Source: an optimization exercise on an open RTL-to-GDS flow (aim: small area, a short achievable clock period and few clock cycles). Production flows keep margins and buffers that such runs may drop. RTL that was checked went through simulation tests only; none was proved equivalent to the original. No activity file was given, so power comes from the tool's default toggle rates.

==> flow/design.v (excerpt) <==
module MyDesign(
  input wire reset_n                      ,  
  input wire clk                          ,
  input wire dut_valid                    , 
  output wire dut_ready                   ,
  output wire                           dut__tb__sram_input_write_enable  ,
  output wire [16-1 : 0     ]   dut__tb__sram_input_write_address ,
  output wire [32-1 : 0     ]   dut__tb__sram_input_write_data    ,
  output wire [16-1 : 0     ]   dut__tb__sram_input_read_address  , 
  input  wire signed [32-1 : 0     ]   tb__dut__sram_input_read_data     ,     
  output wire                           dut__tb__sram_weight_write_enable  ,
  output wire [16-1 : 0     ]   dut__tb__sram_weight_write_address ,
  output wire [32-1 : 0     ]   dut__tb__sram_weight_write_data    ,
  output wire [16-1 : 0     ]   dut__tb__sram_weight_read_address  , 
  input  wire signed [32-1 : 0     ]   tb__dut__sram_weight_read_data     ,     
  output wire                           dut__tb__sram_result_write_enable  ,
  output wire [16-1 : 0     ]   dut__tb__sram_result_write_address ,
  output wire signed [32-1 : 0     ]   dut__tb__sram_result_write_data    ,
  output wire [16-1 : 0     ]   dut__tb__sram_result_read_address  , 
  input  wire signed [32-1 : 0     ]   tb__dut__sram_result_read_data     ,     
  output wire                           dut__tb__sram_scratchpad_write_enable  ,
  output wire [16-1 : 0     ]   dut__tb__sram_scratchpad_write_address ,
  output wire signed [32-1 : 0     ]   dut__tb__sram_scratchpad_write_data    ,
  output wire [16-1 : 0     ]   dut__tb__sram_scratchpad_read_address  , 
  input  wire signed [32-1 : 0     ]   tb__dut__sram_scratchpad_read_data  
);
Size: roughly 300 flip-flops, roughly 390 I/O pins, ~26000 sq um of cells after synthesis.
export LEC_CHECK = 0
export CAP_MARGIN = 20
export CORE_MARGIN = 2
export CORE_UTILIZATION = 40
export CTS_CLUSTER_DIAMETER = 100
export CTS_CLUSTER_SIZE = 20
export SLEW_MARGIN = 20
export SYNTH_HIERARCHICAL = 1
export SYNTH_MINIMUM_KEEP_SIZE = 0
create_clock -name core_clock -period 16.0 [get_ports {clk}]
standard.sh (not shown) runs the stock make flow with config.mk's settings and CLKGATE_MAP_FILE= SYNTH_SCRIPT=/design/flow/synth_recipe.tcl, a recipe that flattens the netlist after the stock synthesis.
==> flow/flow/run.sh <==
#!/bin/bash
# Layout flow: the standard flow (standard.sh) with two changes to how the
# layout is made: port buffers use the small sky130_fd_sc_hd__buf_1 cell, and
# timing repair aims for extra setup slack so that the achieved period shrinks.
# The clock period and constraints are the standard flow's own (constraint.sdc).
set -euo pipefail
bash standard.sh finish \
  "BUFFER_PORTS_ARGS=-buffer_cell sky130_fd_sc_hd__buf_1" \
  "SETUP_SLACK_MARGIN=11.6" \
  > standard.log 2>&1
Rerun with:
--- a/flow/design.v
+++ b/flow/design.v
@@ -34,21 +34,21 @@
 logic [4:0]    n1;         
 logic [5:0]    d1;         
 logic [5:0]    p1;         
 logic [5:0]    k_cnt;      
 logic [5:0]    j_cnt;      
 logic [4:0]    i_cnt;      
 logic          kfirst;
 logic [9:0]    np;         
 logic [AW-1:0] a_addr, a_row, b_addr, b_base;    
 logic f0, l0, sel0, f1, l1, f2, l2;
-logic [15:0] bone, btwo, bneg;    
+logic [15:0] bnone, bntwo, bneg;  
 logic [31:0] opb, s_r, c_r, acc;
 logic        we_r;
 logic [AW-1:0] waddr;
 wire kl = (k_cnt == 6'd1);
 wire jl = (j_cnt == 6'd1);
 wire il = (i_cnt == 5'd1);
 function automatic [5:0] klen(input [2:0] p, input [4:0] n1_, input [5:0] d1_, input [5:0] p1_);
   klen = (p == PH_S) ? p1_ : (p == PH_Z) ? {1'b0, n1_} : d1_;
 endfunction
 function automatic [5:0] jlen(input [2:0] p, input [4:0] n1_, input [5:0] p1_);
@@ -166,44 +166,44 @@
       a_addr <= (ph == PH_S) ? '0 : np3;
       b_addr <= (ph == PH_S) ? {2'b0, np} : np2;
     end
     default: begin
       a_addr <= '0;
       b_addr <= '0;
     end
   endcase
 end
 wire [31:0] a_in = sel0 ? tb__dut__sram_result_read_data : tb__dut__sram_input_read_data;
-wire [15:0] enc_one, enc_two, enc_neg;
-booth_enc u_enc (.a(a_in), .one(enc_one), .two(enc_two), .neg(enc_neg));
+wire [15:0] enc_none, enc_ntwo, enc_neg;
+booth_enc u_enc (.a(a_in), .none(enc_none), .ntwo(enc_ntwo), .neg(enc_neg));
 wire [31:0] acc_in = f2 ? 32'd0 : acc;
 wire [31:0] cs_s, cs_c, acc_nxt;
 genvar gi;
 for (gi = 0; gi < 32; gi = gi + 1) begin : g_csa
   fa_cell u_fa (.a(acc_in[gi]), .b(s_r[gi]), .c(c_r[gi]), .s(cs_s[gi]), .co(cs_c[gi]));
 end
 bk_add u_add (.x(cs_s), .y({cs_c[30:0], 1'b0}), .z(acc_nxt));
 wire [31:0] mt_s, mt_c;
-mul_tree u_mul (.one(bone), .two(btwo), .neg(bneg), .b(opb), .s(mt_s), .c(mt_c));
+mul_tree u_mul (.none(bnone), .ntwo(bntwo), .neg(bneg), .b(opb), .s(mt_s), .c(mt_c));
 always_ff @(posedge clk) begin
   if (!reset_n) begin
     f1 <= 1'b0; l1 <= 1'b0; f2 <= 1'b0; l2 <= 1'b0;
     we_r <= 1'b0;
   end else begin
     f1 <= f0; l1 <= l0;
     f2 <= f1; l2 <= l1;
     we_r <= l2;
   end
 end
 always_ff @(posedge clk) begin
-  bone <= enc_one;
-  btwo <= enc_two;
+  bnone <= enc_none;
+  bntwo <= enc_ntwo;
   bneg <= enc_neg;
   opb <= sel0 ? tb__dut__sram_scratchpad_read_data : tb__dut__sram_weight_read_data;
   s_r <= mt_s;
   c_r <= mt_c;
   acc <= acc_nxt;
 end
 always_ff @(posedge clk) begin
   waddr <= (st == ST_HDR) ? '0 : waddr + {{(AW-1){1'b0}}, we_r};
 end
 assign dut_ready = ready_r;
@@ -217,32 +217,30 @@
 assign dut__tb__sram_weight_read_address  = {{(16-AW){1'b0}}, b_addr};
 assign dut__tb__sram_result_write_enable  = we_r;
 assign dut__tb__sram_result_write_address = {{(16-AW){1'b0}}, waddr};
 assign dut__tb__sram_result_write_data    = acc;
 assign dut__tb__sram_result_read_address  = {{(16-AW){1'b0}}, a_addr};
 assign dut__tb__sram_scratchpad_write_enable  = we_r;
 assign dut__tb__sram_scratchpad_write_address = {{(16-AW){1'b0}}, waddr};
 assign dut__tb__sram_scratchpad_write_data    = acc;
 assign dut__tb__sram_scratchpad_read_address  = {{(16-AW){1'b0}}, b_addr};
 endmodule
-module booth_enc(input wire [31:0] a, output wire [15:0] one, output wire [15:0] two, output wire [15:0] neg);
+module booth_enc(input wire [31:0] a, output wire [15:0] none, output wire [15:0] ntwo, output wire [15:0] neg);
   wire [32:0] ax = {a, 1'b0};
   genvar i;
   for (i = 0; i < 16; i = i + 1) begin : g_enc
     assign neg[i] = ax[2*i+2] & ~(ax[2*i+1] & ax[2*i]);
-    assign one[i] = ax[2*i+1] ^ ax[2*i];
-    assign two[i] = (ax[2*i+2] & ~ax[2*i+1] & ~ax[2*i]) | (~ax[2*i+2] & ax[2*i+1] & ax[2*i]);
+    assign none[i] = ~(ax[2*i+1] ^ ax[2*i]);
+    assign ntwo[i] = ~((ax[2*i+2] & ~ax[2*i+1] & ~ax[2*i]) | (~ax[2*i+2] & ax[2*i+1] & ax[2*i]));
   end
 endmodule
-module mul_tree(input wire [15:0] one, input wire [15:0] two, input wire [15:0] neg, input wire [31:0] b, output wire [31:0] s, output wire [31:0] c);
-  wire [15:0] none = ~one;
-  wire [15:0] ntwo = ~two;
+module mul_tree(input wire [15:0] none, input wire [15:0] ntwo, input wire [15:0] neg, input wire [31:0] b, output wire [31:0] s, output wire [31:0] c);
   wire [15:0] nneg = ~neg;
   wire [31:0] xn0;
   xnor_cell u_xn0_0 (.a(b[0]), .b(neg[0]), .y(xn0[0]));
   xnor_cell u_xn0_1 (.a(b[1]), .b(neg[0]), .y(xn0[1]));
   xnor_cell u_xn0_2 (.a(b[2]), .b(neg[0]), .y(xn0[2]));
   xnor_cell u_xn0_3 (.a(b[3]), .b(neg[0]), .y(xn0[3]));
   xnor_cell u_xn0_4 (.a(b[4]), .b(neg[0]), .y(xn0[4]));
   xnor_cell u_xn0_5 (.a(b[5]), .b(neg[0]), .y(xn0[5]));
   xnor_cell u_xn0_6 (.a(b[6]), .b(neg[0]), .y(xn0[6]));
   xnor_cell u_xn0_7 (.a(b[7]), .b(neg[0]), .y(xn0[7]));
The new run went through all stages and came out clean.
Clock-buffer cell count decreases by 2.
Via count stays flat.
Total power fell slightly.
Cell count shrinks slightly.
Worst hold slack loses 6.6 ps.
Fmax stays flat.
Routed wire length decreases slightly.
Register-to-register slack gets better by 40 ps.
Cell area is lower slightly.
Global-route usage goes down by 0.28 points.
Synthesized cell count is lower slightly.
Testbench counts after the change, summed over its fixed seeds: cycles 88,723.
Only the layout flow was run in the first run of this note; the RTL was not checked for function there.

Another version of the RTL of MyDesign (not shown whole).
For scale: roughly 2500 cells after synthesis.
## MyDesign
module MyDesign(
  input wire reset_n                      ,  
  input wire clk                          ,
  input wire dut_valid                    , 
  output wire dut_ready                   ,
  output wire                           dut__tb__sram_input_write_enable  ,
  output wire [16-1 : 0     ]   dut__tb__sram_input_write_address ,
  output wire [32-1 : 0     ]   dut__tb__sram_input_write_data    ,
  output wire [16-1 : 0     ]   dut__tb__sram_input_read_address  , 
  input  wire signed [32-1 : 0     ]   tb__dut__sram_input_read_data     ,     
  output wire                           dut__tb__sram_weight_write_enable  ,
  output wire [16-1 : 0     ]   dut__tb__sram_weight_write_address ,
  output wire [32-1 : 0     ]   dut__tb__sram_weight_write_data    ,
  output wire [16-1 : 0     ]   dut__tb__sram_weight_read_address  , 
  input  wire signed [32-1 : 0     ]   tb__dut__sram_weight_read_data     ,     
  output wire                           dut__tb__sram_result_write_enable  ,
  output wire [16-1 : 0     ]   dut__tb__sram_result_write_address ,
  output wire signed [32-1 : 0     ]   dut__tb__sram_result_write_data    ,
  output wire [16-1 : 0     ]   dut__tb__sram_result_read_address  , 
  input  wire signed [32-1 : 0     ]   tb__dut__sram_result_read_data     ,     
  output wire                           dut__tb__sram_scratchpad_write_enable  ,
  output wire [16-1 : 0     ]   dut__tb__sram_scratchpad_write_address ,
  output wire signed [32-1 : 0     ]   dut__tb__sram_scratchpad_write_data    ,
  output wire [16-1 : 0     ]   dut__tb__sram_scratchpad_read_address  , 
  input  wire signed [32-1 : 0     ]   tb__dut__sram_scratchpad_read_data  
);
clock: 16.0 ns
lec_check: 0
cap_margin: 20
core_margin: 2
core_utilization: 40
cts_cluster_diameter: 100
cts_cluster_size: 20
slew_margin: 20
synth_hierarchical: 1
synth_minimum_keep_size: 0
==> flow/flow/run.sh <==
#!/bin/bash
# Layout flow: the standard flow (standard.sh) with two changes to how the
# layout is made: port buffers use the small sky130_fd_sc_hd__buf_1 cell, and
# timing repair aims for extra setup slack so that the achieved period shrinks.
# The clock period and constraints are the standard flow's own (constraint.sdc).
set -euo pipefail
bash standard.sh finish \
  "BUFFER_PORTS_ARGS=-buffer_cell sky130_fd_sc_hd__buf_1" \
  "SETUP_SLACK_MARGIN=11" \
  > standard.log 2>&1
Edit:
--- a/flow/design.v
+++ b/flow/design.v
@@ -55,47 +55,41 @@
   jlen = (p == PH_S) ? {1'b0, n1_} : p1_;
 endfunction
 wire [AW-1:0] np2 = {1'b0, np, 1'b0};
 wire [AW-1:0] np3 = {2'b0, np} + np2;
 wire [AW-1:0] a_inc = a_addr + 1'b1;
 wire [AW-1:0] b_nxtcol = b_base + 1'b1;
 wire [AW-1:0] b_step = b_addr + ((ph == PH_Z) ? {{(AW-6){1'b0}}, p1} : {{(AW-1){1'b0}}, 1'b1});
 wire          n_is1 = (n1 == 5'd1);
 wire issue     = (st == ST_RUN);
 wire phase_end = issue && kl && jl && il;
+logic [2:0] st_nxt;
+always_comb begin
+  st_nxt = st;
+  case (st)
+    ST_IDLE: if (dut_valid) st_nxt = ST_HDR;
+    ST_HDR:  st_nxt = ST_RUN;
+    ST_RUN:  if (phase_end) begin
+      if (ph == PH_Z)                                st_nxt = ST_FIN;
+      else if ((ph == PH_V || ph == PH_S) && n_is1)  st_nxt = ST_WAIT;
+    end
+    ST_WAIT: if (wcnt == 2'd3) st_nxt = ST_RUN;
+    ST_FIN:  if (wcnt == 2'd3) st_nxt = ST_IDLE;
+    default: st_nxt = ST_IDLE;
+  endcase
+  if (!reset_n) st_nxt = ST_IDLE;
+end
 always_ff @(posedge clk) begin
-  if (!reset_n) begin
-    st      <= ST_IDLE;
-    ready_r <= 1'b1;
-    f0      <= 1'b0;
-    l0      <= 1'b0;
-  end else begin
-    f0 <= issue && kfirst;
-    l0 <= issue && kl;
-    case (st)
-      ST_IDLE: if (dut_valid) begin
-        st      <= ST_HDR;
-        ready_r <= 1'b0;
-      end
-      ST_HDR: st <= ST_RUN;
-      ST_RUN: if (phase_end) begin
-        if (ph == PH_Z)                            st <= ST_FIN;
-        else if ((ph == PH_V || ph == PH_S) && n_is1) st <= ST_WAIT;
-      end
-      ST_WAIT: if (wcnt == 2'd3) st <= ST_RUN;
-      ST_FIN: if (wcnt == 2'd3) begin
-        st      <= ST_IDLE;
-        ready_r <= 1'b1;
-      end
-      default: st <= ST_IDLE;
-    endcase
-  end
+  st      <= st_nxt;
+  ready_r <= (st_nxt == ST_IDLE);
+  f0      <= reset_n && issue && kfirst;
+  l0      <= reset_n && issue && kl;
 end
 always_ff @(posedge clk) begin
   wcnt <= issue ? 2'd0 : wcnt + 2'd1;
   case (st)
     ST_IDLE: begin
       a_addr <= '0;
       b_addr <= '0;
     end
     ST_HDR: begin
       n1     <= tb__dut__sram_input_read_data[20:16];
@@ -161,21 +155,28 @@
               end
               default: begin
                 a_addr <= '0;
                 b_addr <= '0;
               end
             endcase
           end
         end
       end
     end
-    default: ;
+    ST_WAIT: begin
+      a_addr <= (ph == PH_S) ? '0 : np3;
+      b_addr <= (ph == PH_S) ? {2'b0, np} : np2;
+    end
+    default: begin
+      a_addr <= '0;
+      b_addr <= '0;
+    end
   endcase
 end
 wire [31:0] a_in = sel0 ? tb__dut__sram_result_read_data : tb__dut__sram_input_read_data;
 wire [15:0] enc_one, enc_two, enc_neg;
 booth_enc u_enc (.a(a_in), .one(enc_one), .two(enc_two), .neg(enc_neg));
 wire [31:0] acc_in = f2 ? 32'd0 : acc;
 wire [31:0] cs_s, cs_c, acc_nxt;
 genvar gi;
 for (gi = 0; gi < 32; gi = gi + 1) begin : g_csa
   fa_cell u_fa (.a(acc_in[gi]), .b(s_r[gi]), .c(c_r[gi]), .s(cs_s[gi]), .co(cs_c[gi]));
@@ -196,22 +197,21 @@
 always_ff @(posedge clk) begin
   bone <= enc_one;
   btwo <= enc_two;
   bneg <= enc_neg;
   opb <= sel0 ? tb__dut__sram_scratchpad_read_data : tb__dut__sram_weight_read_data;
   s_r <= mt_s;
   c_r <= mt_c;
   acc <= acc_nxt;
 end
 always_ff @(posedge clk) begin
-  if (st == ST_HDR) waddr <= '0;
-  else if (we_r)    waddr <= waddr + 1'b1;
+  waddr <= (st == ST_HDR) ? '0 : waddr + {{(AW-1){1'b0}}, we_r};
 end
 assign dut_ready = ready_r;
 assign dut__tb__sram_input_write_enable  = 1'b0;
 assign dut__tb__sram_input_write_address = 16'b0;
 assign dut__tb__sram_input_write_data    = 32'b0;
 assign dut__tb__sram_input_read_address  = {{(16-AW){1'b0}}, a_addr};
 assign dut__tb__sram_weight_write_enable  = 1'b0;
 assign dut__tb__sram_weight_write_address = 16'b0;
 assign dut__tb__sram_weight_write_data    = 32'b0;
 assign dut__tb__sram_weight_read_address  = {{(16-AW){1'b0}}, b_addr};
The new run completed with no timing, DRC or antenna violations. Worst setup slack is better by 0.055 ns. Worst hold slack hardly moves. Design area fell by about 0.38%. Combinational power fell by about 15%. Wire length rose by 1.8%. Sequential cell count is unchanged. Via count rose by about 0.8%. Global-route usage rose by 0.66 points. Core utilization fell by 0.16 points. Maximum frequency rose by about 1.2%. Cell count rose by about 0.5%. Clock skew fell by 0.0071 ns. Non-clock buffer count stays the same. Clock power fell by about 3%.
Function was not checked in any run of this note: the RTL went through the layout flow alone.

## static timing again, ports no longer ideal
The results above use ideal ports. As a check the final layouts listed here were re-extracted and re-timed, cells and wires unchanged.
Step 1, drivers: a clkbuf_16 drives clk and a buf_2 each remaining input, both assumed.
Step 2 moves the port delays by t, midway between the first and last clock arrival at a register: inputs arrive t later, outputs are due t later. That takes back most of the time a late clock gives input paths.
a / b / c = ideal ports / drivers / drivers and shift; a / b = the first two.
| run | shift t [ns] | slack for setup (ns) | worst setup path after step 2 | slew at the worst register clock pin (ns) |
|---|---|---|---|---|
| the first run of note 1 | 0.619 | 11.640 / 11.574 / 11.666 | register to register | 0.10 / 0.10 |
| the second run of note 1 | 0.611 | 11.635 / 11.573 / 11.715 | register to register | 0.10 / 0.10 |
| the first run of note 2 | 0.632 | 11.339 / 11.278 / 11.567 | register to register | 0.10 / 0.10 |
| the second run of note 2 | 0.631 | 11.394 / 11.330 / 11.585 | register to register | 0.09 / 0.09 |
After both steps setup and hold are still met in every run listed.
